This design comes from an exercise in tuning for small area on the open sky130 flow, not from production work.
Only simulation tests tie the RTL to the original design; equivalence was not proved.
Power figures rest on the tool's default switching activity, not on a simulated workload.

==> flow/design.v, too long to show whole: its modules and the start of the top module <==
// module SamplePos_RAM: 340 lines
// module Sine_LUT: 527 lines
// module Sample_Position: 84 lines
// module Adder: 26 lines
// module Scale_Mult: 24 lines
// module Ring_Mod: 53 lines
// module DAC_I2S: 43 lines
// module Sample_Output: 36 lines
// module ADC_SPI_In: 85 lines
// module addatone: 184 lines
module addatone
	(
		input wire i_Clock,
		input wire reset_n,
		output reg test,
		input wire i_ADC_Data,
		input wire i_ADC_Clock,
		input wire i_ADC_CS,
		input wire i_Mix,
		input wire i_Ring_Mod,
		output wire o_DAC_Data,
		output wire o_DAC_Bit_Clock,
		output wire o_DAC_LR_Clock
	);
  // ...
==> flow/run.sh <==
#!/bin/bash
# synth_recipe.tcl (not shown) runs the flow's synth.tcl, then flattens the netlist and writes it again
# the make line also repeats each setting of config.mk as NAME=value (left out here)
make -C /OpenROAD-flow-scripts/flow DESIGN_CONFIG=/design/flow/config.mk WORK_HOME=/design/flow/orfs CLKGATE_MAP_FILE= SYNTH_SCRIPT=/design/flow/synth_recipe.tcl finish
==> flow/config.mk <==
export PLATFORM = sky130hd
export DESIGN_NAME = addatone
export DESIGN_NICKNAME = addatone
export VERILOG_FILES = /design/flow/design.v
export SDC_FILE = /design/flow/constraint.sdc
export NUM_CORES = 4
export LEC_CHECK = 0
export CAP_MARGIN = 20
export CORE_MARGIN = 2
export CORE_UTILIZATION = 35
export PLACE_DENSITY = 0.5
export SLEW_MARGIN = 20
export SYNTH_MEMORY_MAX_BITS = 65536
==> flow/constraint.sdc <==
create_clock -name core_clock -period 20.0 [get_ports {i_Clock}]
set_input_delay 4.0000 -clock core_clock [delete_from_list [all_inputs] [get_ports {i_Clock}]]
set_output_delay 4.0000 -clock core_clock [all_outputs]
set_load 0.01 [all_outputs]
==> summary.md, run 1 <==
| Metric | Value |
|---|---|
| Clock tree buffer depth | `4` |
| First-pass GRT wire length | `just over 800,000 µm` |
| Mean Syn Cell Area | `10.9 µm²` |
| CTS sink cnt | `4,585` |
| P_comb | `between 1000 and 1500 µW` |
| CP endpoint | `adder.o_Accumulator0[21]$_SDFFE_PP0P_` |
| Setup repair bufs after CTS | `0` |
| Synthesis-stage register bit count | `about 4,600` |
| Class of the worst hold path | `register to register` |
| Worst VDD drop | `approximately 0.083 mV` |
| Crit. End Element | `register` |
| Gr busiest metal | `met2` |
| Vias in the first global route | `about 100k` |
| Fill count | `around 42,000` |
| Met2 Use GR | `about two fifths` |
| Largest family of logic cells by synthesized area | `compound AO/OA/AOI/OAI gates` |
| Hold Slack | `0.261 ns` |
| Pwr Total | `18,900 µW` |
| Met3 routed WL | `52,100 µm` |
| Nonclk buf count | `about 360` |
| DRT iter0 DRCs | `roughly 14,000` |
| WL per Instance | `between 20 and 30 µm` |
| Status | `timing/DRC/antenna clean` |
| CP startpoint kind | `register` |
| Post-DP Area | `0.158 mm²` |
| Crit Path Max Fanout | `39` |
| Cts hold-fix bufs | `0` |
| Yosys cell types | `106` |
| CTS buffer count | `438` |
| WP data arrival | `15.18 ns` |
| Seq pwr | `slightly above 9000 µW` |
==> module Sample_Position, before the edit <==
module Sample_Position
	(
		input wire i_Reset,
		input wire i_Clock,
		input wire [15:0] i_Frequency,
		input wire [15:0] i_Freq_Offset,				 
		input wire [7:0] i_Harmonic,
		input wire [1:0] i_Phase,						 
		output wire o_Sample_Ready,			 
		input wire i_Next_Sample,						 
		output wire [15:0] o_Sample_Value,
		output reg o_Freq_Too_High
	);
	localparam [2:0] sm_init = 3'd0;
	localparam [2:0] sm_sample_pos = 3'd1;
	localparam [2:0] sm_sine_lut = 3'd2;
	localparam [2:0] sm_offset = 3'd3;
	localparam [2:0] sm_waiting = 3'd4;
	reg [2:0] SM_Sample_Position;
	wire [15:0] Sample_Pos_Read;
	reg [15:0] Sample_Position;
	SamplePos_RAM sp_ram (
		.clk_i(i_Clock),
		.rst_i(i_Reset),
		.wr_en_i(SM_Sample_Position == sm_sine_lut),
		.wr_data_i(Sample_Position),
		.addr_i(i_Harmonic),
		.i_Phase(i_Phase),
		.rd_data_o(Sample_Pos_Read)
	);
	Sine_LUT sin_lut (
		.rd_addr_i(Sample_Position[15:5]),
		.rd_data_o(o_Sample_Value)
	);
	assign o_Sample_Ready = (SM_Sample_Position == sm_offset) || (SM_Sample_Position == sm_waiting);
	reg [15:0] Accumulated_Frequency;
	reg [15:0] Accumulated_Freq_Offset;
	reg Offset_Up;						 
	always @(posedge i_Clock) begin
		if (i_Reset) begin
			Sample_Position <= 1'b0;
			o_Freq_Too_High <= 1'b0;
			Accumulated_Frequency <= 1'b0;
			Accumulated_Freq_Offset <= 1'b0;
			SM_Sample_Position <= sm_init;
		end
		else begin
			case (SM_Sample_Position)
				sm_init:
					begin
						Accumulated_Frequency <= i_Frequency;
						Accumulated_Freq_Offset <= 1'b0;
						o_Freq_Too_High <= 1'b0;
						SM_Sample_Position <= sm_sample_pos;
					end
				sm_sample_pos:
					begin
						Sample_Position <= Sample_Pos_Read + Accumulated_Frequency;
						SM_Sample_Position <= sm_sine_lut;
					end
				sm_sine_lut:
					begin
						SM_Sample_Position <= sm_offset;
						Accumulated_Frequency <= Accumulated_Frequency + i_Frequency;
					end
				sm_offset:
					SM_Sample_Position <= sm_waiting;
				default:	 
					begin
						if (Accumulated_Frequency > 20000)
							o_Freq_Too_High <= 1'b1;
						if (i_Next_Sample) begin
							Accumulated_Frequency <= Offset_Up ? Accumulated_Frequency + Accumulated_Freq_Offset : Accumulated_Frequency - Accumulated_Freq_Offset;
							Accumulated_Freq_Offset <= Accumulated_Freq_Offset + i_Freq_Offset;
							SM_Sample_Position <= (i_Harmonic == 1'b0) ? sm_init : sm_sample_pos;
						end
					end
			endcase
		end
	end
	always @(posedge i_Clock)
		if (SM_Sample_Position == sm_offset)
			Offset_Up <= i_Harmonic[0];
endmodule
==> module Adder, before the edit <==
module Adder
	#(parameter DIVISOR_BITS = 11)
	(
		input wire i_Clock, i_Reset, i_Start, i_Clear_Accumulator, i_Last_Harmonic, i_Channel,
		input wire [DIVISOR_BITS - 1:0] i_Multiple,
		input wire signed [15:0] i_Sample,
		output reg [21:0] o_Accumulator0,
		output reg [21:0] o_Accumulator1
	);
	wire [DIVISOR_BITS - 1:0] Multiple = i_Last_Harmonic ? {i_Multiple[DIVISOR_BITS - 1], i_Multiple[DIVISOR_BITS - 1:1]} : i_Multiple;
	wire signed [27:0] Working_Total = i_Sample * $signed({1'b0, Multiple});
	wire [21:0] Scaled = {{DIVISOR_BITS - 6{Working_Total[27]}}, Working_Total[27:DIVISOR_BITS]};	 
	wire [21:0] Sum = (i_Channel ? o_Accumulator1 : o_Accumulator0) + Scaled;
	always @(posedge i_Clock) begin
		if (i_Reset || i_Clear_Accumulator) begin
			o_Accumulator0 <= 1'b0;
			o_Accumulator1 <= 1'b0;
		end
		else if (i_Start) begin
			if (i_Channel)
				o_Accumulator1 <= Sum;
			else
				o_Accumulator0 <= Sum;
		end
	end
endmodule
==> run 2, diff against run 1 <==
--- a/flow/design.v
+++ b/flow/design.v
@@ -28,41 +28,46 @@
 			Write_Count <= 3'd4;
 			if (addr_i > Written)
 				Written <= addr_i;
 		end
 		else if (Write_Count != 3'd0)
 			Write_Count <= Write_Count - 1'b1;
 	end
 	wire Writing = (Write_Count != 3'd0);
+	reg Flip;
+	always @(posedge clk_i)
+		if (i_Phase == 2'd3)
+			Flip <= ~Flip;
 	reg [3:0] Write_Nibble;
 	always @* begin
 		case (i_Phase)
 			2'd0: Write_Nibble = wr_data_i[3:0];
 			2'd1: Write_Nibble = wr_data_i[7:4];
 			2'd2: Write_Nibble = wr_data_i[11:8];
 			default: Write_Nibble = wr_data_i[15:12];
 		endcase
 	end
+	wire [3:0] Write_Stored = Write_Nibble ^ {4{Flip}};
 	wire [7:0] Next_Addr = addr_i + 1'b1;
 	wire [3:0] head_terms [0:255];
 	assign head_terms[0] = 4'd0;
 	genvar k;
 	generate for (k = 1; k < 256; k = k + 1) begin : word
 		reg [3:0] Slot0, Slot1, Slot2, Slot3;
 		wire Put = Writing && (Write_Addr == k);
 		always @(posedge clk_i) begin
 			Slot0 <= Slot1;
 			Slot1 <= Slot2;
 			Slot2 <= Slot3;
-			Slot3 <= Put ? Write_Nibble : Slot0;
+			Slot3 <= ~((Write_Stored & {4{Put}}) | (Slot0 & {4{~Put}}));
 		end
 		assign head_terms[k] = head_terms[k - 1] | (Slot0 & {4{addr_i == k - 1}});
 	end endgenerate
-	wire [3:0] Head = Writing && (Write_Addr == Next_Addr) ? Write_Nibble : head_terms[255];
+	wire [3:0] Head = Writing && (Write_Addr == Next_Addr) ? Write_Nibble : (head_terms[255] ^ {4{Flip}});
 	reg [15:0] Buffer0, Buffer1;
 	always @(posedge clk_i) begin
 		if (Next_Addr[0])
 			case (i_Phase)
 				2'd0: Buffer1[3:0] <= Head;
 				2'd1: Buffer1[7:4] <= Head;
 				2'd2: Buffer1[11:8] <= Head;
 				default: Buffer1[15:12] <= Head;
@@ -339,535 +344,608 @@
 	assign rd_data_o = (addr_i == 8'd0) ? Word0 : (addr_i <= Written) ? (addr_i[0] ? Buffer1 : Buffer0) : Init_Word;
 endmodule
 module Sine_LUT
 	(
 		input wire [10:0] rd_addr_i,
 		output wire [15:0] rd_data_o
 	);
 	wire [9:0] idx = rd_addr_i[9] ? (10'd0 - rd_addr_i[9:0]) : rd_addr_i[9:0];
-	reg [14:0] mag;
+	reg [14:0] Base;
+	reg [6:0] Slope;
+	reg [2:0] Corr;
+	always @* begin
+		case (idx[9:3])
+			7'd0: begin Base = 15'd0; Slope = 7'd100; end
+			7'd1: begin Base = 15'd804; Slope = 7'd100; end
+			7'd2: begin Base = 15'd1608; Slope = 7'd100; end
+			7'd3: begin Base = 15'd2410; Slope = 7'd100; end
+			7'd4: begin Base = 15'd3212; Slope = 7'd99; end
+			7'd5: begin Base = 15'd4011; Slope = 7'd99; end
+			7'd6: begin Base = 15'd4808; Slope = 7'd99; end
+			7'd7: begin Base = 15'd5602; Slope = 7'd98; end
+			7'd8: begin Base = 15'd6393; Slope = 7'd98; end
+			7'd9: begin Base = 15'd7179; Slope = 7'd97; end
+			7'd10: begin Base = 15'd7962; Slope = 7'd97; end
+			7'd11: begin Base = 15'd8739; Slope = 7'd96; end
+			7'd12: begin Base = 15'd9512; Slope = 7'd95; end
+			7'd13: begin Base = 15'd10278; Slope = 7'd95; end
+			7'd14: begin Base = 15'd11039; Slope = 7'd94; end
+			7'd15: begin Base = 15'd11793; Slope = 7'd93; end
+			7'd16: begin Base = 15'd12539; Slope = 7'd92; end
+			7'd17: begin Base = 15'd13279; Slope = 7'd91; end
+			7'd18: begin Base = 15'd14010; Slope = 7'd90; end
+			7'd19: begin Base = 15'd14732; Slope = 7'd89; end
+			7'd20: begin Base = 15'd15446; Slope = 7'd88; end
+			7'd21: begin Base = 15'd16151; Slope = 7'd86; end
+			7'd22: begin Base = 15'd16846; Slope = 7'd85; end
+			7'd23: begin Base = 15'd17530; Slope = 7'd84; end
+			7'd24: begin Base = 15'd18204; Slope = 7'd83; end
+			7'd25: begin Base = 15'd18868; Slope = 7'd81; end
+			7'd26: begin Base = 15'd19519; Slope = 7'd80; end
+			7'd27: begin Base = 15'd20159; Slope = 7'd78; end
+			7'd28: begin Base = 15'd20787; Slope = 7'd77; end
+			7'd29: begin Base = 15'd21403; Slope = 7'd75; end
+			7'd30: begin Base = 15'd22005; Slope = 7'd73; end
+			7'd31: begin Base = 15'd22594; Slope = 7'd72; end
+			7'd32: begin Base = 15'd23170; Slope = 7'd70; end
+			7'd33: begin Base = 15'd23731; Slope = 7'd68; end
+			7'd34: begin Base = 15'd24279; Slope = 7'd66; end
+			7'd35: begin Base = 15'd24811; Slope = 7'd64; end
+			7'd36: begin Base = 15'd25329; Slope = 7'd62; end
+			7'd37: begin Base = 15'd25832; Slope = 7'd60; end
+			7'd38: begin Base = 15'd26319; Slope = 7'd58; end
+			7'd39: begin Base = 15'd26790; Slope = 7'd56; end
+			7'd40: begin Base = 15'd27245; Slope = 7'd54; end
+			7'd41: begin Base = 15'd27683; Slope = 7'd52; end
+			7'd42: begin Base = 15'd28105; Slope = 7'd50; end
+			7'd43: begin Base = 15'd28510; Slope = 7'd48; end
+			7'd44: begin Base = 15'd28898; Slope = 7'd46; end
+			7'd45: begin Base = 15'd29268; Slope = 7'd44; end
+			7'd46: begin Base = 15'd29621; Slope = 7'd41; end
+			7'd47: begin Base = 15'd29956; Slope = 7'd39; end
+			7'd48: begin Base = 15'd30273; Slope = 7'd37; end
+			7'd49: begin Base = 15'd30571; Slope = 7'd35; end
+			7'd50: begin Base = 15'd30852; Slope = 7'd32; end
+			7'd51: begin Base = 15'd31113; Slope = 7'd30; end
+			7'd52: begin Base = 15'd31356; Slope = 7'd28; end
+			7'd53: begin Base = 15'd31580; Slope = 7'd25; end
+			7'd54: begin Base = 15'd31785; Slope = 7'd23; end
+			7'd55: begin Base = 15'd31971; Slope = 7'd20; end
+			7'd56: begin Base = 15'd32137; Slope = 7'd18; end
+			7'd57: begin Base = 15'd32285; Slope = 7'd15; end
+			7'd58: begin Base = 15'd32412; Slope = 7'd13; end
+			7'd59: begin Base = 15'd32521; Slope = 7'd11; end
+			7'd60: begin Base = 15'd32609; Slope = 7'd8; end
+			7'd61: begin Base = 15'd32678; Slope = 7'd6; end
+			7'd62: begin Base = 15'd32728; Slope = 7'd3; end
+			7'd63: begin Base = 15'd32757; Slope = 7'd1; end
+			7'd64: begin Base = 15'd32767; Slope = 7'd0; end
+			default: begin Base = 15'd0; Slope = 7'd0; end
+		endcase
+	end
 	always @* begin
 		case (idx)
-			10'd0: mag = 15'd0;
-			10'd1: mag = 15'd101;
-			10'd2: mag = 15'd201;
-			10'd3: mag = 15'd302;
-			10'd4: mag = 15'd402;
-			10'd5: mag = 15'd503;
-			10'd6: mag = 15'd603;
-			10'd7: mag = 15'd704;
-			10'd8: mag = 15'd804;
-			10'd9: mag = 15'd905;
-			10'd10: mag = 15'd1005;
-			10'd11: mag = 15'd1106;
-			10'd12: mag = 15'd1206;
-			10'd13: mag = 15'd1307;
-			10'd14: mag = 15'd1407;
-			10'd15: mag = 15'd1507;
-			10'd16: mag = 15'd1608;
-			10'd17: mag = 15'd1708;
-			10'd18: mag = 15'd1809;
-			10'd19: mag = 15'd1909;
-			10'd20: mag = 15'd2009;
-			10'd21: mag = 15'd2110;
-			10'd22: mag = 15'd2210;
-			10'd23: mag = 15'd2310;
-			10'd24: mag = 15'd2410;
-			10'd25: mag = 15'd2511;
-			10'd26: mag = 15'd2611;
-			10'd27: mag = 15'd2711;
-			10'd28: mag = 15'd2811;
-			10'd29: mag = 15'd2911;
-			10'd30: mag = 15'd3012;
-			10'd31: mag = 15'd3112;
-			10'd32: mag = 15'd3212;
-			10'd33: mag = 15'd3312;
-			10'd34: mag = 15'd3412;
-			10'd35: mag = 15'd3512;
-			10'd36: mag = 15'd3612;
-			10'd37: mag = 15'd3712;
-			10'd38: mag = 15'd3811;
-			10'd39: mag = 15'd3911;
-			10'd40: mag = 15'd4011;
-			10'd41: mag = 15'd4111;
-			10'd42: mag = 15'd4210;
-			10'd43: mag = 15'd4310;
-			10'd44: mag = 15'd4410;
-			10'd45: mag = 15'd4509;
-			10'd46: mag = 15'd4609;
-			10'd47: mag = 15'd4708;
-			10'd48: mag = 15'd4808;
-			10'd49: mag = 15'd4907;
-			10'd50: mag = 15'd5007;
-			10'd51: mag = 15'd5106;
-			10'd52: mag = 15'd5205;
-			10'd53: mag = 15'd5305;
-			10'd54: mag = 15'd5404;
-			10'd55: mag = 15'd5503;
-			10'd56: mag = 15'd5602;
-			10'd57: mag = 15'd5701;
-			10'd58: mag = 15'd5800;
-			10'd59: mag = 15'd5899;
-			10'd60: mag = 15'd5998;
-			10'd61: mag = 15'd6096;
-			10'd62: mag = 15'd6195;
-			10'd63: mag = 15'd6294;
-			10'd64: mag = 15'd6393;
-			10'd65: mag = 15'd6491;
-			10'd66: mag = 15'd6590;
-			10'd67: mag = 15'd6688;
-			10'd68: mag = 15'd6786;
-			10'd69: mag = 15'd6885;
-			10'd70: mag = 15'd6983;
-			10'd71: mag = 15'd7081;
-			10'd72: mag = 15'd7179;
-			10'd73: mag = 15'd7277;
-			10'd74: mag = 15'd7375;
-			10'd75: mag = 15'd7473;
-			10'd76: mag = 15'd7571;
-			10'd77: mag = 15'd7669;
-			10'd78: mag = 15'd7767;
-			10'd79: mag = 15'd7864;
-			10'd80: mag = 15'd7962;
-			10'd81: mag = 15'd8059;
-			10'd82: mag = 15'd8157;
-			10'd83: mag = 15'd8254;
-			10'd84: mag = 15'd8351;
-			10'd85: mag = 15'd8448;
-			10'd86: mag = 15'd8545;
-			10'd87: mag = 15'd8642;
-			10'd88: mag = 15'd8739;
-			10'd89: mag = 15'd8836;
-			10'd90: mag = 15'd8933;
-			10'd91: mag = 15'd9030;
-			10'd92: mag = 15'd9126;
-			10'd93: mag = 15'd9223;
-			10'd94: mag = 15'd9319;
-			10'd95: mag = 15'd9416;
-			10'd96: mag = 15'd9512;
-			10'd97: mag = 15'd9608;
-			10'd98: mag = 15'd9704;
-			10'd99: mag = 15'd9800;
-			10'd100: mag = 15'd9896;
-			10'd101: mag = 15'd9992;
-			10'd102: mag = 15'd10087;
-			10'd103: mag = 15'd10183;
-			10'd104: mag = 15'd10278;
-			10'd105: mag = 15'd10374;
-			10'd106: mag = 15'd10469;
-			10'd107: mag = 15'd10564;
-			10'd108: mag = 15'd10659;
-			10'd109: mag = 15'd10754;
-			10'd110: mag = 15'd10849;
-			10'd111: mag = 15'd10944;
-			10'd112: mag = 15'd11039;
-			10'd113: mag = 15'd11133;
-			10'd114: mag = 15'd11228;
-			10'd115: mag = 15'd11322;
-			10'd116: mag = 15'd11417;
-			10'd117: mag = 15'd11511;
-			10'd118: mag = 15'd11605;
-			10'd119: mag = 15'd11699;
-			10'd120: mag = 15'd11793;
-			10'd121: mag = 15'd11886;
-			10'd122: mag = 15'd11980;
-			10'd123: mag = 15'd12074;
-			10'd124: mag = 15'd12167;
-			10'd125: mag = 15'd12260;
-			10'd126: mag = 15'd12353;
-			10'd127: mag = 15'd12446;
-			10'd128: mag = 15'd12539;
-			10'd129: mag = 15'd12632;
-			10'd130: mag = 15'd12725;
-			10'd131: mag = 15'd12817;
-			10'd132: mag = 15'd12910;
-			10'd133: mag = 15'd13002;
-			10'd134: mag = 15'd13094;
-			10'd135: mag = 15'd13187;
-			10'd136: mag = 15'd13279;
-			10'd137: mag = 15'd13370;
-			10'd138: mag = 15'd13462;
-			10'd139: mag = 15'd13554;
-			10'd140: mag = 15'd13645;
-			10'd141: mag = 15'd13736;
-			10'd142: mag = 15'd13828;
-			10'd143: mag = 15'd13919;
-			10'd144: mag = 15'd14010;
-			10'd145: mag = 15'd14101;
-			10'd146: mag = 15'd14191;
-			10'd147: mag = 15'd14282;
-			10'd148: mag = 15'd14372;
-			10'd149: mag = 15'd14462;
-			10'd150: mag = 15'd14553;
-			10'd151: mag = 15'd14643;
-			10'd152: mag = 15'd14732;
-			10'd153: mag = 15'd14822;
-			10'd154: mag = 15'd14912;
-			10'd155: mag = 15'd15001;
-			10'd156: mag = 15'd15090;
-			10'd157: mag = 15'd15180;
-			10'd158: mag = 15'd15269;
-			10'd159: mag = 15'd15358;
-			10'd160: mag = 15'd15446;
-			10'd161: mag = 15'd15535;
-			10'd162: mag = 15'd15623;
-			10'd163: mag = 15'd15712;
-			10'd164: mag = 15'd15800;
-			10'd165: mag = 15'd15888;
-			10'd166: mag = 15'd15976;
-			10'd167: mag = 15'd16063;
-			10'd168: mag = 15'd16151;
-			10'd169: mag = 15'd16238;
-			10'd170: mag = 15'd16325;
-			10'd171: mag = 15'd16413;
-			10'd172: mag = 15'd16499;
-			10'd173: mag = 15'd16586;
-			10'd174: mag = 15'd16673;
-			10'd175: mag = 15'd16759;
-			10'd176: mag = 15'd16846;
-			10'd177: mag = 15'd16932;
-			10'd178: mag = 15'd17018;
-			10'd179: mag = 15'd17104;
-			10'd180: mag = 15'd17189;
-			10'd181: mag = 15'd17275;
-			10'd182: mag = 15'd17360;
-			10'd183: mag = 15'd17445;
-			10'd184: mag = 15'd17530;
-			10'd185: mag = 15'd17615;
-			10'd186: mag = 15'd17700;
-			10'd187: mag = 15'd17784;
-			10'd188: mag = 15'd17869;
-			10'd189: mag = 15'd17953;
-			10'd190: mag = 15'd18037;
-			10'd191: mag = 15'd18121;
-			10'd192: mag = 15'd18204;
-			10'd193: mag = 15'd18288;
-			10'd194: mag = 15'd18371;
-			10'd195: mag = 15'd18454;
-			10'd196: mag = 15'd18537;
-			10'd197: mag = 15'd18620;
-			10'd198: mag = 15'd18703;
-			10'd199: mag = 15'd18785;
-			10'd200: mag = 15'd18868;
-			10'd201: mag = 15'd18950;
-			10'd202: mag = 15'd19032;
-			10'd203: mag = 15'd19113;
-			10'd204: mag = 15'd19195;
-			10'd205: mag = 15'd19276;
-			10'd206: mag = 15'd19357;
-			10'd207: mag = 15'd19438;
-			10'd208: mag = 15'd19519;
-			10'd209: mag = 15'd19600;
-			10'd210: mag = 15'd19680;
-			10'd211: mag = 15'd19761;
-			10'd212: mag = 15'd19841;
-			10'd213: mag = 15'd19921;
-			10'd214: mag = 15'd20000;
-			10'd215: mag = 15'd20080;
-			10'd216: mag = 15'd20159;
-			10'd217: mag = 15'd20238;
-			10'd218: mag = 15'd20317;
-			10'd219: mag = 15'd20396;
-			10'd220: mag = 15'd20475;
-			10'd221: mag = 15'd20553;
-			10'd222: mag = 15'd20631;
-			10'd223: mag = 15'd20709;
-			10'd224: mag = 15'd20787;
-			10'd225: mag = 15'd20865;
-			10'd226: mag = 15'd20942;
-			10'd227: mag = 15'd21019;
-			10'd228: mag = 15'd21096;
-			10'd229: mag = 15'd21173;
-			10'd230: mag = 15'd21250;
-			10'd231: mag = 15'd21326;
-			10'd232: mag = 15'd21403;
-			10'd233: mag = 15'd21479;
-			10'd234: mag = 15'd21554;
-			10'd235: mag = 15'd21630;
-			10'd236: mag = 15'd21705;
-			10'd237: mag = 15'd21781;
-			10'd238: mag = 15'd21856;
-			10'd239: mag = 15'd21930;
-			10'd240: mag = 15'd22005;
-			10'd241: mag = 15'd22079;
-			10'd242: mag = 15'd22154;
-			10'd243: mag = 15'd22227;
-			10'd244: mag = 15'd22301;
-			10'd245: mag = 15'd22375;
-			10'd246: mag = 15'd22448;
-			10'd247: mag = 15'd22521;
-			10'd248: mag = 15'd22594;
-			10'd249: mag = 15'd22667;
-			10'd250: mag = 15'd22739;
-			10'd251: mag = 15'd22812;
-			10'd252: mag = 15'd22884;
-			10'd253: mag = 15'd22956;
-			10'd254: mag = 15'd23027;
-			10'd255: mag = 15'd23099;
-			10'd256: mag = 15'd23170;
-			10'd257: mag = 15'd23241;
-			10'd258: mag = 15'd23311;
-			10'd259: mag = 15'd23382;
-			10'd260: mag = 15'd23452;
-			10'd261: mag = 15'd23522;
-			10'd262: mag = 15'd23592;
-			10'd263: mag = 15'd23662;
-			10'd264: mag = 15'd23731;
-			10'd265: mag = 15'd23801;
-			10'd266: mag = 15'd23870;
-			10'd267: mag = 15'd23938;
-			10'd268: mag = 15'd24007;
-			10'd269: mag = 15'd24075;
-			10'd270: mag = 15'd24143;
-			10'd271: mag = 15'd24211;
-			10'd272: mag = 15'd24279;
-			10'd273: mag = 15'd24346;
-			10'd274: mag = 15'd24413;
-			10'd275: mag = 15'd24480;
-			10'd276: mag = 15'd24547;
-			10'd277: mag = 15'd24613;
-			10'd278: mag = 15'd24680;
-			10'd279: mag = 15'd24746;
-			10'd280: mag = 15'd24811;
-			10'd281: mag = 15'd24877;
-			10'd282: mag = 15'd24942;
-			10'd283: mag = 15'd25007;
-			10'd284: mag = 15'd25072;
-			10'd285: mag = 15'd25137;
-			10'd286: mag = 15'd25201;
-			10'd287: mag = 15'd25265;
-			10'd288: mag = 15'd25329;
-			10'd289: mag = 15'd25393;
-			10'd290: mag = 15'd25456;
-			10'd291: mag = 15'd25519;
-			10'd292: mag = 15'd25582;
-			10'd293: mag = 15'd25645;
-			10'd294: mag = 15'd25708;
-			10'd295: mag = 15'd25770;
-			10'd296: mag = 15'd25832;
-			10'd297: mag = 15'd25893;
-			10'd298: mag = 15'd25955;
-			10'd299: mag = 15'd26016;
-			10'd300: mag = 15'd26077;
-			10'd301: mag = 15'd26138;
-			10'd302: mag = 15'd26198;
-			10'd303: mag = 15'd26259;
-			10'd304: mag = 15'd26319;
-			10'd305: mag = 15'd26378;
-			10'd306: mag = 15'd26438;
-			10'd307: mag = 15'd26497;
-			10'd308: mag = 15'd26556;
-			10'd309: mag = 15'd26615;
-			10'd310: mag = 15'd26674;
-			10'd311: mag = 15'd26732;
-			10'd312: mag = 15'd26790;
-			10'd313: mag = 15'd26848;
-			10'd314: mag = 15'd26905;
-			10'd315: mag = 15'd26962;
-			10'd316: mag = 15'd27019;
-			10'd317: mag = 15'd27076;
-			10'd318: mag = 15'd27133;
-			10'd319: mag = 15'd27189;
-			10'd320: mag = 15'd27245;
-			10'd321: mag = 15'd27300;
-			10'd322: mag = 15'd27356;
-			10'd323: mag = 15'd27411;
-			10'd324: mag = 15'd27466;
-			10'd325: mag = 15'd27521;
-			10'd326: mag = 15'd27575;
-			10'd327: mag = 15'd27629;
-			10'd328: mag = 15'd27683;
-			10'd329: mag = 15'd27737;
-			10'd330: mag = 15'd27790;
-			10'd331: mag = 15'd27843;
-			10'd332: mag = 15'd27896;
-			10'd333: mag = 15'd27949;
-			10'd334: mag = 15'd28001;
-			10'd335: mag = 15'd28053;
-			10'd336: mag = 15'd28105;
-			10'd337: mag = 15'd28157;
-			10'd338: mag = 15'd28208;
-			10'd339: mag = 15'd28259;
-			10'd340: mag = 15'd28310;
-			10'd341: mag = 15'd28360;
-			10'd342: mag = 15'd28411;
-			10'd343: mag = 15'd28460;
-			10'd344: mag = 15'd28510;
-			10'd345: mag = 15'd28560;
-			10'd346: mag = 15'd28609;
-			10'd347: mag = 15'd28658;
-			10'd348: mag = 15'd28706;
-			10'd349: mag = 15'd28755;
-			10'd350: mag = 15'd28803;
-			10'd351: mag = 15'd28850;
-			10'd352: mag = 15'd28898;
-			10'd353: mag = 15'd28945;
-			10'd354: mag = 15'd28992;
-			10'd355: mag = 15'd29039;
-			10'd356: mag = 15'd29085;
-			10'd357: mag = 15'd29131;
-			10'd358: mag = 15'd29177;
-			10'd359: mag = 15'd29223;
-			10'd360: mag = 15'd29268;
-			10'd361: mag = 15'd29313;
-			10'd362: mag = 15'd29358;
-			10'd363: mag = 15'd29403;
-			10'd364: mag = 15'd29447;
-			10'd365: mag = 15'd29491;
-			10'd366: mag = 15'd29534;
-			10'd367: mag = 15'd29578;
-			10'd368: mag = 15'd29621;
-			10'd369: mag = 15'd29664;
-			10'd370: mag = 15'd29706;
-			10'd371: mag = 15'd29749;
-			10'd372: mag = 15'd29791;
-			10'd373: mag = 15'd29832;
-			10'd374: mag = 15'd29874;
-			10'd375: mag = 15'd29915;
-			10'd376: mag = 15'd29956;
-			10'd377: mag = 15'd29997;
-			10'd378: mag = 15'd30037;
-			10'd379: mag = 15'd30077;
-			10'd380: mag = 15'd30117;
-			10'd381: mag = 15'd30156;
-			10'd382: mag = 15'd30195;
-			10'd383: mag = 15'd30234;
-			10'd384: mag = 15'd30273;
-			10'd385: mag = 15'd30311;
-			10'd386: mag = 15'd30349;
-			10'd387: mag = 15'd30387;
-			10'd388: mag = 15'd30424;
-			10'd389: mag = 15'd30462;
-			10'd390: mag = 15'd30498;
-			10'd391: mag = 15'd30535;
-			10'd392: mag = 15'd30571;
-			10'd393: mag = 15'd30607;
-			10'd394: mag = 15'd30643;
-			10'd395: mag = 15'd30679;
-			10'd396: mag = 15'd30714;
-			10'd397: mag = 15'd30749;
-			10'd398: mag = 15'd30783;
-			10'd399: mag = 15'd30818;
-			10'd400: mag = 15'd30852;
-			10'd401: mag = 15'd30885;
-			10'd402: mag = 15'd30919;
-			10'd403: mag = 15'd30952;
-			10'd404: mag = 15'd30985;
-			10'd405: mag = 15'd31017;
-			10'd406: mag = 15'd31050;
-			10'd407: mag = 15'd31082;
-			10'd408: mag = 15'd31113;
-			10'd409: mag = 15'd31145;
-			10'd410: mag = 15'd31176;
-			10'd411: mag = 15'd31206;
-			10'd412: mag = 15'd31237;
-			10'd413: mag = 15'd31267;
-			10'd414: mag = 15'd31297;
-			10'd415: mag = 15'd31327;
-			10'd416: mag = 15'd31356;
-			10'd417: mag = 15'd31385;
-			10'd418: mag = 15'd31414;
-			10'd419: mag = 15'd31442;
-			10'd420: mag = 15'd31470;
-			10'd421: mag = 15'd31498;
-			10'd422: mag = 15'd31526;
-			10'd423: mag = 15'd31553;
-			10'd424: mag = 15'd31580;
-			10'd425: mag = 15'd31607;
-			10'd426: mag = 15'd31633;
-			10'd427: mag = 15'd31659;
-			10'd428: mag = 15'd31685;
-			10'd429: mag = 15'd31710;
-			10'd430: mag = 15'd31736;
-			10'd431: mag = 15'd31760;
-			10'd432: mag = 15'd31785;
-			10'd433: mag = 15'd31809;
-			10'd434: mag = 15'd31833;
-			10'd435: mag = 15'd31857;
-			10'd436: mag = 15'd31880;
-			10'd437: mag = 15'd31903;
-			10'd438: mag = 15'd31926;
-			10'd439: mag = 15'd31949;
-			10'd440: mag = 15'd31971;
-			10'd441: mag = 15'd31993;
-			10'd442: mag = 15'd32014;
-			10'd443: mag = 15'd32036;
-			10'd444: mag = 15'd32057;
-			10'd445: mag = 15'd32077;
-			10'd446: mag = 15'd32098;
-			10'd447: mag = 15'd32118;
-			10'd448: mag = 15'd32137;
-			10'd449: mag = 15'd32157;
-			10'd450: mag = 15'd32176;
-			10'd451: mag = 15'd32195;
-			10'd452: mag = 15'd32213;
-			10'd453: mag = 15'd32232;
-			10'd454: mag = 15'd32250;
-			10'd455: mag = 15'd32267;
-			10'd456: mag = 15'd32285;
-			10'd457: mag = 15'd32302;
-			10'd458: mag = 15'd32318;
-			10'd459: mag = 15'd32335;
-			10'd460: mag = 15'd32351;
-			10'd461: mag = 15'd32367;
-			10'd462: mag = 15'd32382;
-			10'd463: mag = 15'd32397;
-			10'd464: mag = 15'd32412;
-			10'd465: mag = 15'd32427;
-			10'd466: mag = 15'd32441;
-			10'd467: mag = 15'd32455;
-			10'd468: mag = 15'd32469;
-			10'd469: mag = 15'd32482;
-			10'd470: mag = 15'd32495;
-			10'd471: mag = 15'd32508;
-			10'd472: mag = 15'd32521;
-			10'd473: mag = 15'd32533;
-			10'd474: mag = 15'd32545;
-			10'd475: mag = 15'd32556;
-			10'd476: mag = 15'd32567;
-			10'd477: mag = 15'd32578;
-			10'd478: mag = 15'd32589;
-			10'd479: mag = 15'd32599;
-			10'd480: mag = 15'd32609;
-			10'd481: mag = 15'd32619;
-			10'd482: mag = 15'd32628;
-			10'd483: mag = 15'd32637;
-			10'd484: mag = 15'd32646;
-			10'd485: mag = 15'd32655;
-			10'd486: mag = 15'd32663;
-			10'd487: mag = 15'd32671;
-			10'd488: mag = 15'd32678;
-			10'd489: mag = 15'd32685;
-			10'd490: mag = 15'd32692;
-			10'd491: mag = 15'd32699;
-			10'd492: mag = 15'd32705;
-			10'd493: mag = 15'd32711;
-			10'd494: mag = 15'd32717;
-			10'd495: mag = 15'd32722;
-			10'd496: mag = 15'd32728;
-			10'd497: mag = 15'd32732;
-			10'd498: mag = 15'd32737;
-			10'd499: mag = 15'd32741;
-			10'd500: mag = 15'd32745;
-			10'd501: mag = 15'd32748;
-			10'd502: mag = 15'd32752;
-			10'd503: mag = 15'd32755;
-			10'd504: mag = 15'd32757;
-			10'd505: mag = 15'd32759;
-			10'd506: mag = 15'd32761;
-			10'd507: mag = 15'd32763;
-			10'd508: mag = 15'd32765;
-			10'd509: mag = 15'd32766;
-			10'd510: mag = 15'd32766;
-			10'd511: mag = 15'd32767;
-			10'd512: mag = 15'd32767;
-			default: mag = 15'd0;
+			10'd0: Corr = 3'd0;
+			10'd1: Corr = 3'd1;
+			10'd2: Corr = 3'd1;
+			10'd3: Corr = 3'd2;
+			10'd4: Corr = 3'd2;
+			10'd5: Corr = 3'd3;
+			10'd6: Corr = 3'd3;
+			10'd7: Corr = 3'd4;
+			10'd8: Corr = 3'd0;
+			10'd9: Corr = 3'd1;
+			10'd10: Corr = 3'd1;
+			10'd11: Corr = 3'd2;
+			10'd12: Corr = 3'd2;
+			10'd13: Corr = 3'd3;
+			10'd14: Corr = 3'd3;
+			10'd15: Corr = 3'd3;
+			10'd16: Corr = 3'd0;
+			10'd17: Corr = 3'd0;
+			10'd18: Corr = 3'd1;
+			10'd19: Corr = 3'd1;
+			10'd20: Corr = 3'd1;
+			10'd21: Corr = 3'd2;
+			10'd22: Corr = 3'd2;
+			10'd23: Corr = 3'd2;
+			10'd24: Corr = 3'd0;
+			10'd25: Corr = 3'd1;
+			10'd26: Corr = 3'd1;
+			10'd27: Corr = 3'd1;
+			10'd28: Corr = 3'd1;
+			10'd29: Corr = 3'd1;
+			10'd30: Corr = 3'd2;
+			10'd31: Corr = 3'd2;
+			10'd32: Corr = 3'd0;
+			10'd33: Corr = 3'd1;
+			10'd34: Corr = 3'd2;
+			10'd35: Corr = 3'd3;
+			10'd36: Corr = 3'd4;
+			10'd37: Corr = 3'd5;
+			10'd38: Corr = 3'd5;
+			10'd39: Corr = 3'd6;
+			10'd40: Corr = 3'd0;
+			10'd41: Corr = 3'd1;
+			10'd42: Corr = 3'd1;
+			10'd43: Corr = 3'd2;
+			10'd44: Corr = 3'd3;
+			10'd45: Corr = 3'd3;
+			10'd46: Corr = 3'd4;
+			10'd47: Corr = 3'd4;
+			10'd48: Corr = 3'd0;
+			10'd49: Corr = 3'd0;
+			10'd50: Corr = 3'd1;
+			10'd51: Corr = 3'd1;
+			10'd52: Corr = 3'd1;
+			10'd53: Corr = 3'd2;
+			10'd54: Corr = 3'd2;
+			10'd55: Corr = 3'd2;
+			10'd56: Corr = 3'd0;
+			10'd57: Corr = 3'd1;
+			10'd58: Corr = 3'd2;
+			10'd59: Corr = 3'd3;
+			10'd60: Corr = 3'd4;
+			10'd61: Corr = 3'd4;
+			10'd62: Corr = 3'd5;
+			10'd63: Corr = 3'd6;
+			10'd64: Corr = 3'd0;
+			10'd65: Corr = 3'd0;
+			10'd66: Corr = 3'd1;
+			10'd67: Corr = 3'd1;
+			10'd68: Corr = 3'd1;
+			10'd69: Corr = 3'd2;
+			10'd70: Corr = 3'd2;
+			10'd71: Corr = 3'd2;
+			10'd72: Corr = 3'd0;
+			10'd73: Corr = 3'd1;
+			10'd74: Corr = 3'd2;
+			10'd75: Corr = 3'd3;
+			10'd76: Corr = 3'd4;
+			10'd77: Corr = 3'd5;
+			10'd78: Corr = 3'd6;
+			10'd79: Corr = 3'd6;
+			10'd80: Corr = 3'd0;
+			10'd81: Corr = 3'd0;
+			10'd82: Corr = 3'd1;
+			10'd83: Corr = 3'd1;
+			10'd84: Corr = 3'd1;
+			10'd85: Corr = 3'd1;
+			10'd86: Corr = 3'd1;
+			10'd87: Corr = 3'd1;
+			10'd88: Corr = 3'd0;
+			10'd89: Corr = 3'd1;
+			10'd90: Corr = 3'd2;
+			10'd91: Corr = 3'd3;
+			10'd92: Corr = 3'd3;
+			10'd93: Corr = 3'd4;
+			10'd94: Corr = 3'd4;
+			10'd95: Corr = 3'd5;
+			10'd96: Corr = 3'd0;
+			10'd97: Corr = 3'd1;
+			10'd98: Corr = 3'd2;
+			10'd99: Corr = 3'd3;
+			10'd100: Corr = 3'd4;
+			10'd101: Corr = 3'd5;
+			10'd102: Corr = 3'd5;
+			10'd103: Corr = 3'd6;
+			10'd104: Corr = 3'd0;
+			10'd105: Corr = 3'd1;
+			10'd106: Corr = 3'd1;
+			10'd107: Corr = 3'd1;
+			10'd108: Corr = 3'd1;
+			10'd109: Corr = 3'd1;
+			10'd110: Corr = 3'd1;
+			10'd111: Corr = 3'd1;
+			10'd112: Corr = 3'd0;
+			10'd113: Corr = 3'd0;
+			10'd114: Corr = 3'd1;
+			10'd115: Corr = 3'd1;
+			10'd116: Corr = 3'd2;
+			10'd117: Corr = 3'd2;
+			10'd118: Corr = 3'd2;
+			10'd119: Corr = 3'd2;
+			10'd120: Corr = 3'd0;
+			10'd121: Corr = 3'd0;
+			10'd122: Corr = 3'd1;
+			10'd123: Corr = 3'd2;
+			10'd124: Corr = 3'd2;
+			10'd125: Corr = 3'd2;
+			10'd126: Corr = 3'd2;
+			10'd127: Corr = 3'd2;
+			10'd128: Corr = 3'd0;
+			10'd129: Corr = 3'd1;
+			10'd130: Corr = 3'd2;
+			10'd131: Corr = 3'd2;
+			10'd132: Corr = 3'd3;
+			10'd133: Corr = 3'd3;
+			10'd134: Corr = 3'd3;
+			10'd135: Corr = 3'd4;
+			10'd136: Corr = 3'd0;
+			10'd137: Corr = 3'd0;
+			10'd138: Corr = 3'd1;
+			10'd139: Corr = 3'd2;
+			10'd140: Corr = 3'd2;
+			10'd141: Corr = 3'd2;
+			10'd142: Corr = 3'd3;
+			10'd143: Corr = 3'd3;
+			10'd144: Corr = 3'd0;
+			10'd145: Corr = 3'd1;
+			10'd146: Corr = 3'd1;
+			10'd147: Corr = 3'd2;
+			10'd148: Corr = 3'd2;
+			10'd149: Corr = 3'd2;
+			10'd150: Corr = 3'd3;
+			10'd151: Corr = 3'd3;
+			10'd152: Corr = 3'd0;
+			10'd153: Corr = 3'd1;
+			10'd154: Corr = 3'd2;
+			10'd155: Corr = 3'd2;
+			10'd156: Corr = 3'd2;
+			10'd157: Corr = 3'd3;
+			10'd158: Corr = 3'd3;
+			10'd159: Corr = 3'd3;
+			10'd160: Corr = 3'd0;
+			10'd161: Corr = 3'd1;
+			10'd162: Corr = 3'd1;
+			10'd163: Corr = 3'd2;
+			10'd164: Corr = 3'd2;
+			10'd165: Corr = 3'd2;
+			10'd166: Corr = 3'd2;
+			10'd167: Corr = 3'd1;
+			10'd168: Corr = 3'd0;
+			10'd169: Corr = 3'd1;
+			10'd170: Corr = 3'd2;
+			10'd171: Corr = 3'd4;
+			10'd172: Corr = 3'd4;
+			10'd173: Corr = 3'd5;
+			10'd174: Corr = 3'd6;
+			10'd175: Corr = 3'd6;
+			10'd176: Corr = 3'd0;
+			10'd177: Corr = 3'd1;
+			10'd178: Corr = 3'd2;
+			10'd179: Corr = 3'd3;
+			10'd180: Corr = 3'd3;
+			10'd181: Corr = 3'd4;
+			10'd182: Corr = 3'd4;
+			10'd183: Corr = 3'd4;
+			10'd184: Corr = 3'd0;
+			10'd185: Corr = 3'd1;
+			10'd186: Corr = 3'd2;
+			10'd187: Corr = 3'd2;
+			10'd188: Corr = 3'd3;
+			10'd189: Corr = 3'd3;
+			10'd190: Corr = 3'd3;
+			10'd191: Corr = 3'd3;
+			10'd192: Corr = 3'd0;
+			10'd193: Corr = 3'd1;
+			10'd194: Corr = 3'd1;
+			10'd195: Corr = 3'd1;
+			10'd196: Corr = 3'd1;
+			10'd197: Corr = 3'd1;
+			10'd198: Corr = 3'd1;
+			10'd199: Corr = 3'd0;
+			10'd200: Corr = 3'd0;
+			10'd201: Corr = 3'd1;
+			10'd202: Corr = 3'd2;
+			10'd203: Corr = 3'd2;
+			10'd204: Corr = 3'd3;
+			10'd205: Corr = 3'd3;
+			10'd206: Corr = 3'd3;
+			10'd207: Corr = 3'd3;
+			10'd208: Corr = 3'd0;
+			10'd209: Corr = 3'd1;
+			10'd210: Corr = 3'd1;
+			10'd211: Corr = 3'd2;
+			10'd212: Corr = 3'd2;
+			10'd213: Corr = 3'd2;
+			10'd214: Corr = 3'd1;
+			10'd215: Corr = 3'd1;
+			10'd216: Corr = 3'd0;
+			10'd217: Corr = 3'd1;
+			10'd218: Corr = 3'd2;
+			10'd219: Corr = 3'd3;
+			10'd220: Corr = 3'd4;
+			10'd221: Corr = 3'd4;
+			10'd222: Corr = 3'd4;
+			10'd223: Corr = 3'd4;
+			10'd224: Corr = 3'd0;
+			10'd225: Corr = 3'd1;
+			10'd226: Corr = 3'd1;
+			10'd227: Corr = 3'd1;
+			10'd228: Corr = 3'd1;
+			10'd229: Corr = 3'd1;
+			10'd230: Corr = 3'd1;
+			10'd231: Corr = 3'd0;
+			10'd232: Corr = 3'd0;
+			10'd233: Corr = 3'd1;
+			10'd234: Corr = 3'd1;
+			10'd235: Corr = 3'd2;
+			10'd236: Corr = 3'd2;
+			10'd237: Corr = 3'd3;
+			10'd238: Corr = 3'd3;
+			10'd239: Corr = 3'd2;
+			10'd240: Corr = 3'd0;
+			10'd241: Corr = 3'd1;
+			10'd242: Corr = 3'd3;
+			10'd243: Corr = 3'd3;
+			10'd244: Corr = 3'd4;
+			10'd245: Corr = 3'd5;
+			10'd246: Corr = 3'd5;
+			10'd247: Corr = 3'd5;
+			10'd248: Corr = 3'd0;
+			10'd249: Corr = 3'd1;
+			10'd250: Corr = 3'd1;
+			10'd251: Corr = 3'd2;
+			10'd252: Corr = 3'd2;
+			10'd253: Corr = 3'd2;
+			10'd254: Corr = 3'd1;
+			10'd255: Corr = 3'd1;
+			10'd256: Corr = 3'd0;
+			10'd257: Corr = 3'd1;
+			10'd258: Corr = 3'd1;
+			10'd259: Corr = 3'd2;
+			10'd260: Corr = 3'd2;
+			10'd261: Corr = 3'd2;
+			10'd262: Corr = 3'd2;
+			10'd263: Corr = 3'd2;
+			10'd264: Corr = 3'd0;
+			10'd265: Corr = 3'd2;
+			10'd266: Corr = 3'd3;
+			10'd267: Corr = 3'd3;
+			10'd268: Corr = 3'd4;
+			10'd269: Corr = 3'd4;
+			10'd270: Corr = 3'd4;
+			10'd271: Corr = 3'd4;
+			10'd272: Corr = 3'd0;
+			10'd273: Corr = 3'd1;
+			10'd274: Corr = 3'd2;
+			10'd275: Corr = 3'd3;
+			10'd276: Corr = 3'd4;
+			10'd277: Corr = 3'd4;
+			10'd278: Corr = 3'd5;
+			10'd279: Corr = 3'd5;
+			10'd280: Corr = 3'd0;
+			10'd281: Corr = 3'd2;
+			10'd282: Corr = 3'd3;
+			10'd283: Corr = 3'd4;
+			10'd284: Corr = 3'd5;
+			10'd285: Corr = 3'd6;
+			10'd286: Corr = 3'd6;
+			10'd287: Corr = 3'd6;
+			10'd288: Corr = 3'd0;
+			10'd289: Corr = 3'd2;
+			10'd290: Corr = 3'd3;
+			10'd291: Corr = 3'd4;
+			10'd292: Corr = 3'd5;
+			10'd293: Corr = 3'd6;
+			10'd294: Corr = 3'd7;
+			10'd295: Corr = 3'd7;
+			10'd296: Corr = 3'd0;
+			10'd297: Corr = 3'd1;
+			10'd298: Corr = 3'd3;
+			10'd299: Corr = 3'd4;
+			10'd300: Corr = 3'd5;
+			10'd301: Corr = 3'd6;
+			10'd302: Corr = 3'd6;
+			10'd303: Corr = 3'd7;
+			10'd304: Corr = 3'd0;
+			10'd305: Corr = 3'd1;
+			10'd306: Corr = 3'd3;
+			10'd307: Corr = 3'd4;
+			10'd308: Corr = 3'd5;
+			10'd309: Corr = 3'd6;
+			10'd310: Corr = 3'd7;
+			10'd311: Corr = 3'd7;
+			10'd312: Corr = 3'd0;
+			10'd313: Corr = 3'd2;
+			10'd314: Corr = 3'd3;
+			10'd315: Corr = 3'd4;
+			10'd316: Corr = 3'd5;
+			10'd317: Corr = 3'd6;
+			10'd318: Corr = 3'd7;
+			10'd319: Corr = 3'd7;
+			10'd320: Corr = 3'd0;
+			10'd321: Corr = 3'd1;
+			10'd322: Corr = 3'd3;
+			10'd323: Corr = 3'd4;
+			10'd324: Corr = 3'd5;
+			10'd325: Corr = 3'd6;
+			10'd326: Corr = 3'd6;
+			10'd327: Corr = 3'd6;
+			10'd328: Corr = 3'd0;
+			10'd329: Corr = 3'd2;
+			10'd330: Corr = 3'd3;
+			10'd331: Corr = 3'd4;
+			10'd332: Corr = 3'd5;
+			10'd333: Corr = 3'd6;
+			10'd334: Corr = 3'd6;
+			10'd335: Corr = 3'd6;
+			10'd336: Corr = 3'd0;
+			10'd337: Corr = 3'd2;
+			10'd338: Corr = 3'd3;
+			10'd339: Corr = 3'd4;
+			10'd340: Corr = 3'd5;
+			10'd341: Corr = 3'd5;
+			10'd342: Corr = 3'd6;
+			10'd343: Corr = 3'd5;
+			10'd344: Corr = 3'd0;
+			10'd345: Corr = 3'd2;
+			10'd346: Corr = 3'd3;
+			10'd347: Corr = 3'd4;
+			10'd348: Corr = 3'd4;
+			10'd349: Corr = 3'd5;
+			10'd350: Corr = 3'd5;
+			10'd351: Corr = 3'd4;
+			10'd352: Corr = 3'd0;
+			10'd353: Corr = 3'd1;
+			10'd354: Corr = 3'd2;
+			10'd355: Corr = 3'd3;
+			10'd356: Corr = 3'd3;
+			10'd357: Corr = 3'd3;
+			10'd358: Corr = 3'd3;
+			10'd359: Corr = 3'd3;
+			10'd360: Corr = 3'd0;
+			10'd361: Corr = 3'd1;
+			10'd362: Corr = 3'd2;
+			10'd363: Corr = 3'd3;
+			10'd364: Corr = 3'd3;
+			10'd365: Corr = 3'd3;
+			10'd366: Corr = 3'd2;
+			10'd367: Corr = 3'd2;
+			10'd368: Corr = 3'd0;
+			10'd369: Corr = 3'd2;
+			10'd370: Corr = 3'd3;
+			10'd371: Corr = 3'd5;
+			10'd372: Corr = 3'd6;
+			10'd373: Corr = 3'd6;
+			10'd374: Corr = 3'd7;
+			10'd375: Corr = 3'd7;
+			10'd376: Corr = 3'd0;
+			10'd377: Corr = 3'd2;
+			10'd378: Corr = 3'd3;
+			10'd379: Corr = 3'd4;
+			10'd380: Corr = 3'd5;
+			10'd381: Corr = 3'd5;
+			10'd382: Corr = 3'd5;
+			10'd383: Corr = 3'd5;
+			10'd384: Corr = 3'd0;
+			10'd385: Corr = 3'd1;
+			10'd386: Corr = 3'd2;
+			10'd387: Corr = 3'd3;
+			10'd388: Corr = 3'd3;
+			10'd389: Corr = 3'd4;
+			10'd390: Corr = 3'd3;
+			10'd391: Corr = 3'd3;
+			10'd392: Corr = 3'd0;
+			10'd393: Corr = 3'd1;
+			10'd394: Corr = 3'd2;
+			10'd395: Corr = 3'd3;
+			10'd396: Corr = 3'd3;
+			10'd397: Corr = 3'd3;
+			10'd398: Corr = 3'd2;
+			10'd399: Corr = 3'd2;
+			10'd400: Corr = 3'd0;
+			10'd401: Corr = 3'd1;
+			10'd402: Corr = 3'd3;
+			10'd403: Corr = 3'd4;
+			10'd404: Corr = 3'd5;
+			10'd405: Corr = 3'd5;
+			10'd406: Corr = 3'd6;
+			10'd407: Corr = 3'd6;
+			10'd408: Corr = 3'd0;
+			10'd409: Corr = 3'd2;
+			10'd410: Corr = 3'd3;
+			10'd411: Corr = 3'd3;
+			10'd412: Corr = 3'd4;
+			10'd413: Corr = 3'd4;
+			10'd414: Corr = 3'd4;
+			10'd415: Corr = 3'd4;
+			10'd416: Corr = 3'd0;
+			10'd417: Corr = 3'd1;
+			10'd418: Corr = 3'd2;
+			10'd419: Corr = 3'd2;
+			10'd420: Corr = 3'd2;
+			10'd421: Corr = 3'd2;
+			10'd422: Corr = 3'd2;
+			10'd423: Corr = 3'd1;
+			10'd424: Corr = 3'd0;
+			10'd425: Corr = 3'd2;
+			10'd426: Corr = 3'd3;
+			10'd427: Corr = 3'd4;
+			10'd428: Corr = 3'd5;
+			10'd429: Corr = 3'd5;
+			10'd430: Corr = 3'd6;
+			10'd431: Corr = 3'd5;
+			10'd432: Corr = 3'd0;
+			10'd433: Corr = 3'd1;
+			10'd434: Corr = 3'd2;
+			10'd435: Corr = 3'd3;
+			10'd436: Corr = 3'd3;
+			10'd437: Corr = 3'd3;
+			10'd438: Corr = 3'd3;
+			10'd439: Corr = 3'd3;
+			10'd440: Corr = 3'd0;
+			10'd441: Corr = 3'd2;
+			10'd442: Corr = 3'd3;
+			10'd443: Corr = 3'd5;
+			10'd444: Corr = 3'd6;
+			10'd445: Corr = 3'd6;
+			10'd446: Corr = 3'd7;
+			10'd447: Corr = 3'd7;
+			10'd448: Corr = 3'd0;
+			10'd449: Corr = 3'd2;
+			10'd450: Corr = 3'd3;
+			10'd451: Corr = 3'd4;
+			10'd452: Corr = 3'd4;
+			10'd453: Corr = 3'd5;
+			10'd454: Corr = 3'd5;
+			10'd455: Corr = 3'd4;
+			10'd456: Corr = 3'd0;
+			10'd457: Corr = 3'd2;
+			10'd458: Corr = 3'd3;
+			10'd459: Corr = 3'd5;
+			10'd460: Corr = 3'd6;
+			10'd461: Corr = 3'd7;
+			10'd462: Corr = 3'd7;
+			10'd463: Corr = 3'd7;
+			10'd464: Corr = 3'd0;
+			10'd465: Corr = 3'd2;
+			10'd466: Corr = 3'd3;
+			10'd467: Corr = 3'd4;
+			10'd468: Corr = 3'd5;
+			10'd469: Corr = 3'd5;
+			10'd470: Corr = 3'd5;
+			10'd471: Corr = 3'd5;
+			10'd472: Corr = 3'd0;
+			10'd473: Corr = 3'd1;
+			10'd474: Corr = 3'd2;
+			10'd475: Corr = 3'd2;
+			10'd476: Corr = 3'd2;
+			10'd477: Corr = 3'd2;
+			10'd478: Corr = 3'd2;
+			10'd479: Corr = 3'd1;
+			10'd480: Corr = 3'd0;
+			10'd481: Corr = 3'd2;
+			10'd482: Corr = 3'd3;
+			10'd483: Corr = 3'd4;
+			10'd484: Corr = 3'd5;
+			10'd485: Corr = 3'd6;
+			10'd486: Corr = 3'd6;
+			10'd487: Corr = 3'd6;
+			10'd488: Corr = 3'd0;
+			10'd489: Corr = 3'd1;
+			10'd490: Corr = 3'd2;
+			10'd491: Corr = 3'd3;
+			10'd492: Corr = 3'd3;
+			10'd493: Corr = 3'd3;
+			10'd494: Corr = 3'd3;
+			10'd495: Corr = 3'd2;
+			10'd496: Corr = 3'd0;
+			10'd497: Corr = 3'd1;
+			10'd498: Corr = 3'd3;
+			10'd499: Corr = 3'd4;
+			10'd500: Corr = 3'd5;
+			10'd501: Corr = 3'd5;
+			10'd502: Corr = 3'd6;
+			10'd503: Corr = 3'd6;
+			10'd504: Corr = 3'd0;
+			10'd505: Corr = 3'd1;
+			10'd506: Corr = 3'd2;
+			10'd507: Corr = 3'd3;
+			10'd508: Corr = 3'd4;
+			10'd509: Corr = 3'd4;
+			10'd510: Corr = 3'd3;
+			10'd511: Corr = 3'd3;
+			10'd512: Corr = 3'd0;
+			default: Corr = 3'd0;
 		endcase
 	end
+	wire [14:0] mag = Base + Slope * idx[2:0] + Corr;
 	assign rd_data_o = rd_addr_i[10] ? -{1'b0, mag} : {1'b0, mag};
 endmodule
 module Sample_Position
 	(
 		input wire i_Reset,
 		input wire i_Clock,
 		input wire [15:0] i_Frequency,
 		input wire [15:0] i_Freq_Offset,				 
@@ -898,16 +976,19 @@
 	Sine_LUT sin_lut (
 		.rd_addr_i(Sample_Position[15:5]),
 		.rd_data_o(o_Sample_Value)
 	);
 	assign o_Sample_Ready = (SM_Sample_Position == sm_offset) || (SM_Sample_Position == sm_waiting);
 	reg [15:0] Accumulated_Frequency;
 	reg [15:0] Accumulated_Freq_Offset;
 	reg Offset_Up;						 
+	wire Add_Frequency = (SM_Sample_Position == sm_sine_lut);
+	wire [15:0] Freq_Step = Add_Frequency ? i_Frequency : (Offset_Up ? Accumulated_Freq_Offset : ~Accumulated_Freq_Offset);
+	wire [15:0] Freq_Sum = Accumulated_Frequency + Freq_Step + (!Add_Frequency && !Offset_Up);
 	always @(posedge i_Clock) begin
 		if (i_Reset) begin
 			Sample_Position <= 1'b0;
 			o_Freq_Too_High <= 1'b0;
 			Accumulated_Frequency <= 1'b0;
 			Accumulated_Freq_Offset <= 1'b0;
 			SM_Sample_Position <= sm_init;
 		end
@@ -923,57 +1004,88 @@
 				sm_sample_pos:
 					begin
 						Sample_Position <= Sample_Pos_Read + Accumulated_Frequency;
 						SM_Sample_Position <= sm_sine_lut;
 					end
 				sm_sine_lut:
 					begin
 						SM_Sample_Position <= sm_offset;
-						Accumulated_Frequency <= Accumulated_Frequency + i_Frequency;
+						Accumulated_Frequency <= Freq_Sum;
 					end
 				sm_offset:
 					SM_Sample_Position <= sm_waiting;
 				default:	 
 					begin
 						if (Accumulated_Frequency > 20000)
 							o_Freq_Too_High <= 1'b1;
 						if (i_Next_Sample) begin
-							Accumulated_Frequency <= Offset_Up ? Accumulated_Frequency + Accumulated_Freq_Offset : Accumulated_Frequency - Accumulated_Freq_Offset;
+							Accumulated_Frequency <= Freq_Sum;
 							Accumulated_Freq_Offset <= Accumulated_Freq_Offset + i_Freq_Offset;
 							SM_Sample_Position <= (i_Harmonic == 1'b0) ? sm_init : sm_sample_pos;
 						end
 					end
 			endcase
 		end
 	end
 	always @(posedge i_Clock)
 		if (SM_Sample_Position == sm_offset)
 			Offset_Up <= i_Harmonic[0];
 endmodule
 module Adder
 	#(parameter DIVISOR_BITS = 11)
 	(
 		input wire i_Clock, i_Reset, i_Start, i_Clear_Accumulator, i_Last_Harmonic, i_Channel,
-		input wire [DIVISOR_BITS - 1:0] i_Multiple,
+		input wire [DIVISOR_BITS - 1:0] i_Multiple0,
+		input wire [DIVISOR_BITS - 1:0] i_Multiple1,
 		input wire signed [15:0] i_Sample,
 		output reg [21:0] o_Accumulator0,
 		output reg [21:0] o_Accumulator1
 	);
-	wire [DIVISOR_BITS - 1:0] Multiple = i_Last_Harmonic ? {i_Multiple[DIVISOR_BITS - 1], i_Multiple[DIVISOR_BITS - 1:1]} : i_Multiple;
-	wire signed [27:0] Working_Total = i_Sample * $signed({1'b0, Multiple});
-	wire [21:0] Scaled = {{DIVISOR_BITS - 6{Working_Total[27]}}, Working_Total[27:DIVISOR_BITS]};	 
-	wire [21:0] Sum = (i_Channel ? o_Accumulator1 : o_Accumulator0) + Scaled;
+	reg [2:0] Step;					 
+	reg Channel, Last;
+	wire Use_Channel = i_Start ? i_Channel : Channel;
+	wire Use_Last = i_Start ? i_Last_Harmonic : Last;
+	wire [10:0] Mult_In = Use_Channel ? i_Multiple1 : i_Multiple0;
+	wire [10:0] Multiple = Use_Last ? {Mult_In[10], Mult_In[10:1]} : Mult_In;
+	reg [2:0] Chunk;
+	always @* begin
+		case (Step[1:0])
+			2'd0: Chunk = Multiple[2:0];
+			2'd1: Chunk = Multiple[5:3];
+			2'd2: Chunk = Multiple[8:6];
+			default: Chunk = {1'b0, Multiple[10:9]};
+		endcase
+	end
+	reg signed [19:0] Partial;		 
+	wire signed [19:0] Product = i_Sample * $signed({1'b0, Chunk});
+	wire signed [19:0] Partial_Next = (i_Start ? 20'sd0 : (Partial >>> 3)) + Product;
+	wire [21:0] Scaled = {{4{Partial[19]}}, Partial[19:2]};		 
+	wire [21:0] Sum = (Channel ? o_Accumulator1 : o_Accumulator0) + Scaled;
+	always @(posedge i_Clock) begin
+		if (i_Reset)
+			Step <= 3'd0;
+		else if (i_Start) begin
+			Step <= 3'd1;
+			Channel <= i_Channel;
+			Last <= i_Last_Harmonic;
+		end
+		else if (Step != 3'd0)
+			Step <= (Step == 3'd4) ? 3'd0 : Step + 1'b1;
+	end
+	always @(posedge i_Clock)
+		if (i_Start || (Step != 3'd0 && Step != 3'd4))
+			Partial <= Partial_Next;
 	always @(posedge i_Clock) begin
 		if (i_Reset || i_Clear_Accumulator) begin
 			o_Accumulator0 <= 1'b0;
 			o_Accumulator1 <= 1'b0;
 		end
-		else if (i_Start) begin
-			if (i_Channel)
+		else if (Step == 3'd4) begin
+			if (Channel)
 				o_Accumulator1 <= Sum;
 			else
 				o_Accumulator0 <= Sum;
 		end
 	end
 endmodule
 module Scale_Mult
 	#(parameter DIV_BIT = 11)
@@ -1287,17 +1399,18 @@
 	wire Last_Harmonic = (Harmonic == Harmonic_Count - 1);
 	Adder #(.DIVISOR_BITS(DIV_BIT)) adder (
 		.i_Clock(Main_Clock),
 		.i_Reset(Reset),
 		.i_Start(Adder_Start),
 		.i_Clear_Accumulator(DAC_Send),			 
 		.i_Last_Harmonic(Last_Harmonic),
 		.i_Channel(Harmonic[0]),
-		.i_Multiple(Adder_Mult[Harmonic[0]]),
+		.i_Multiple0(Adder_Mult[0]),
+		.i_Multiple1(Adder_Mult[1]),
 		.i_Sample(Sample_Value),
 		.o_Accumulator0(Adder_Total[0]),
 		.o_Accumulator1(Adder_Total[1])
 	);
 	genvar s;
 	for (s = 0; s < 2; s = s + 1) begin:genscaler
 		Scale_Mult #(.DIV_BIT(DIV_BIT)) scaler (
 			.i_Clock(Main_Clock),
==> flow/config.mk (replaced) <==
export PLATFORM = sky130hd
export DESIGN_NAME = addatone
export DESIGN_NICKNAME = addatone
export VERILOG_FILES = /design/flow/design.v
export SDC_FILE = /design/flow/constraint.sdc
export NUM_CORES = 4
export LEC_CHECK = 0
export CAP_MARGIN = 10
export CORE_MARGIN = 2
export CORE_UTILIZATION = 35
export CTS_BUF_LIST = sky130_fd_sc_hd__clkbuf_4 sky130_fd_sc_hd__clkbuf_8
export GPL_TIMING_DRIVEN = 0
export PLACE_DENSITY = 0.5
export SLEW_MARGIN = 10
export SYNTH_MEMORY_MAX_BITS = 65536
==> summary.md, run 2 <==
| Metric | Value |
|---|---|
| Status | `failed layout checks` |
| SO Viols | `max-capacitance violations, max-slew violations` |
| RSZ-0062 raised after global routing | `no` |
| Remaining DRCs | `0` |
| Cts repair resizes | `0` |
| Metal-1 WL | `282,000 µm` |
| Fin. max-slew vios | `22` |
| Max-cap viol count | `4` |
| CTS sink cnt | `4,609 (+0.52%)` |
| Cell with the most instances after synthesis | `dfxtp_1` |
| Mean Syn Cell Area | `10.8 µm² (-0.51%)` |
| Crit Path Max Fanout | `12 (-69%)` |
| CTS tree | `yes` |
| Vias in the first global route | `98,700 (-2.5%)` |
| Yosys cell types | `113 (+6.6%)` |
| Largest delay share family, worst path | `adder cells` |
| Vias | `106,000` |
| Top routing layer in use | `met5` |
| Final setup violation count | `0` |
| Final hold vios | `0` |
| Synthesis-stage register bit count | `4,609 (+0.52%)` |
| Worst VDD drop | `0.0789 mV (-4.7%)` |
| Synthesized net count | `around 13,000` |
| Setup TNS | `0 ns` |
| EDFF count, synth | `183` |
| WP data arrival | `15.96 ns (+0.78 ns)` |
| Die W | `roughly 640 µm` |
| Pin count of the biggest net entering global routing | `27` |
| Vias/cell | `5.39` |
| CTS buffer count | `714 (+63%)` |
| Final core utilization | `41.2%` |
| WL per Instance | `34.8 µm (+18%)` |
| Reg-to-reg critical path startpoint | `sample_position.Sample_Position[5]$_SDFFE_PN0P_` |
| # port buffers | `9` |
| Synth warn | `14` |
| Fin crit share | `about 75%` |
| Cts hold-fix bufs | `0 (unchanged)` |
| Row Count | `between 200 and 250` |
| Crit path required time | `around 21 ns` |
| Core area | `between 0.3 and 0.4 mm²` |
| # H-tree levels | `6` |
| Clk latency of the worst-skew pair | `approximately 1.3 ns` |
| Setup repair bufs after CTS | `0 (unchanged)` |
| Share of cells above drive strength 1 | `11.6%` |
| Slowest CP cell | `clkbuf_1` |
| Minimum clock period after layout | `roughly 15 ns` |
| Class of the worst hold path | `register to register` |
| Top post-synthesis cells by area | `dfxtp_1 63%, nand2_1 4.0%, a21oi_1 3.9%` |
| First-pass GRT wire length | `895,000 µm (+11%)` |
| Post-Layout Cell Count | `19,600` |
| Buffers and inverters on the worst path | `11` |
| Antenna Nets Post-Route | `0` |
| CP startpoint kind | `register` |
| Clock-pin slew on the worst setup and hold paths | `about 0.060 ns` |
| Met3 routed WL | `55,300 µm (+6.1%)` |
| Pre-antenna DRT Iters | `9` |
| Crit. End Element | `register` |
| Area grow syn2layout | `17.1%` |
| Max incr delay on CP | `0.75 ns` |
| Post-Syn Area | `0.141 mm²` |
| Root Driver | `clkbuf_8` |
| IO Pins | `11` |
| Dominant synthesized flop cell | `dfxtp_1` |
| Post-Synthesis Cells | `13,000` |
| Die height | `~640 µm` |
| P_leak | `0.0626 µW` |
| Die area | `around 0.4 mm²` |
| Clock tree buffer depth | `4 (unchanged)` |
| Placed insts | `~18,000` |
| Ys async rst share | `0%` |
| DRT iter0 DRCs | `12,500 (-9.6%)` |
==> run 2: cell types whose count changed in the layout (fill, tap and decap cells not counted), moves of 146 or more <==
cell,delta
clkbuf_8,+804
nor2_1,+497
a21oi_1,+484
mux2_2,-463
clkbuf_16,-444
clkbuf_1,+334
buf_4,-320
clkbuf_4,+236
nand2_1,-146
==> run 2: layout make-up <==
| class | count | area [µm²] |
|---|---|---|
| Multi-Input combinational cell | 7446 | 43200 |
| Inverter | 273 | 1020 |
| Sequential cell | 4609 | 94100 |
| Antenna cell | 32 | 80.1 |
| Clock buffer | 1132 | 14100 |
| Clock inverter | 147 | 1680 |
| Tap cell | 5265 | 6590 |
| Buffer | 644 | 2650 |
| Fill cell | 38700 | 235000 |
| Timing Repair Buffer | 82 | 1260 |
==> run 2: worst paths after layout <==
kind | slack, ns | to | cells past startpoint
min reg2reg | 0.24 | sample_position.sp_ram.word[239].Slot1[1]$_DFF_P_ | 0
max reg2reg | 5.00 | adder.Partial[19]$_DFFE_PP_ | 47
max | 5.00 | adder.Partial[19]$_DFFE_PP_ | 47
min | 0.24 | sample_position.sp_ram.word[239].Slot1[1]$_DFF_P_ | 0
==> run 2: metal layers <==
layer,vias to the layer above,global-route usage (%)
met5,-,0.402
met4,20,24.4
met3,1763,7.49
met2,5601,48.2
met1,51600,41.5
li1,46900,-
==> run 2: power breakdown <==
| group | internal [µW] | switching, µW | total [µW] |
|---|---|---|---|
| Clock | 4740 | 3790 | 8520 |
| Combinational | 501 | 1280 | 1780 |
| Sequential | 9520 | 189 | 9710 |
==> run 2: logic make-up (layout without fill, tap and decap cells) <==
logic type | count (synthesis) | after routing | share of synthesized area (%)
mux | 105 | 105 | 0.894
compound gates | 3319 | 3319 | 14.6
flops | 4609 | 4609 | 66.9
buf+inv | 917 | 2278 | 2.51
simple gates | 3475 | 3475 | 10.5
other cells | 0 | 32 | 0
xor+xnor | 218 | 218 | 1.39
fa+ha+maj | 329 | 329 | 3.23
==> run 2: through the flow <==
step / hold WS, ns / total power, µW / setup WS, ns / cell area, µm²
after global placement: 0.309 / 11600 / 4.96 / 147000
after floorplan: 0.310 / 10900 / 8.81 / 141000
after detailed placement: 0.312 / 11600 / 5.31 / 149000
after CTS: 0.247 / 20100 / 5.24 / 165000
final: 0.238 / 20000 / 5.00 / 165000
after global routing: 0.270 / 20700 / 4.21 / 165000

[separate check: timing with driven ports]
How much do the figures lean on ideal ports? The routed layouts below were timed once more, with nothing changed but the port constraints.
Step 1: set_driving_cell puts a clkbuf_16 on i_Clock and a buf_2 on each other input, an assumption about the parent block.
Step 2 times the ports against the registers' clock, not the clock port: input delays grow and output delays shrink by t, the midpoint of the rising clock arrivals with the driver on.
a / b / c = ideal ports / drivers / drivers and shift; a / b = the first two.
run | shift t [ns] | setup slack, ns | slew at the worst register clock pin (ns)
run 1 | 1.118 | 5.669 / 5.669 / 5.669 | 0.07 / 0.07
run 2 | 1.356 | 4.998 / 4.998 / 4.998 | 0.08 / 0.08
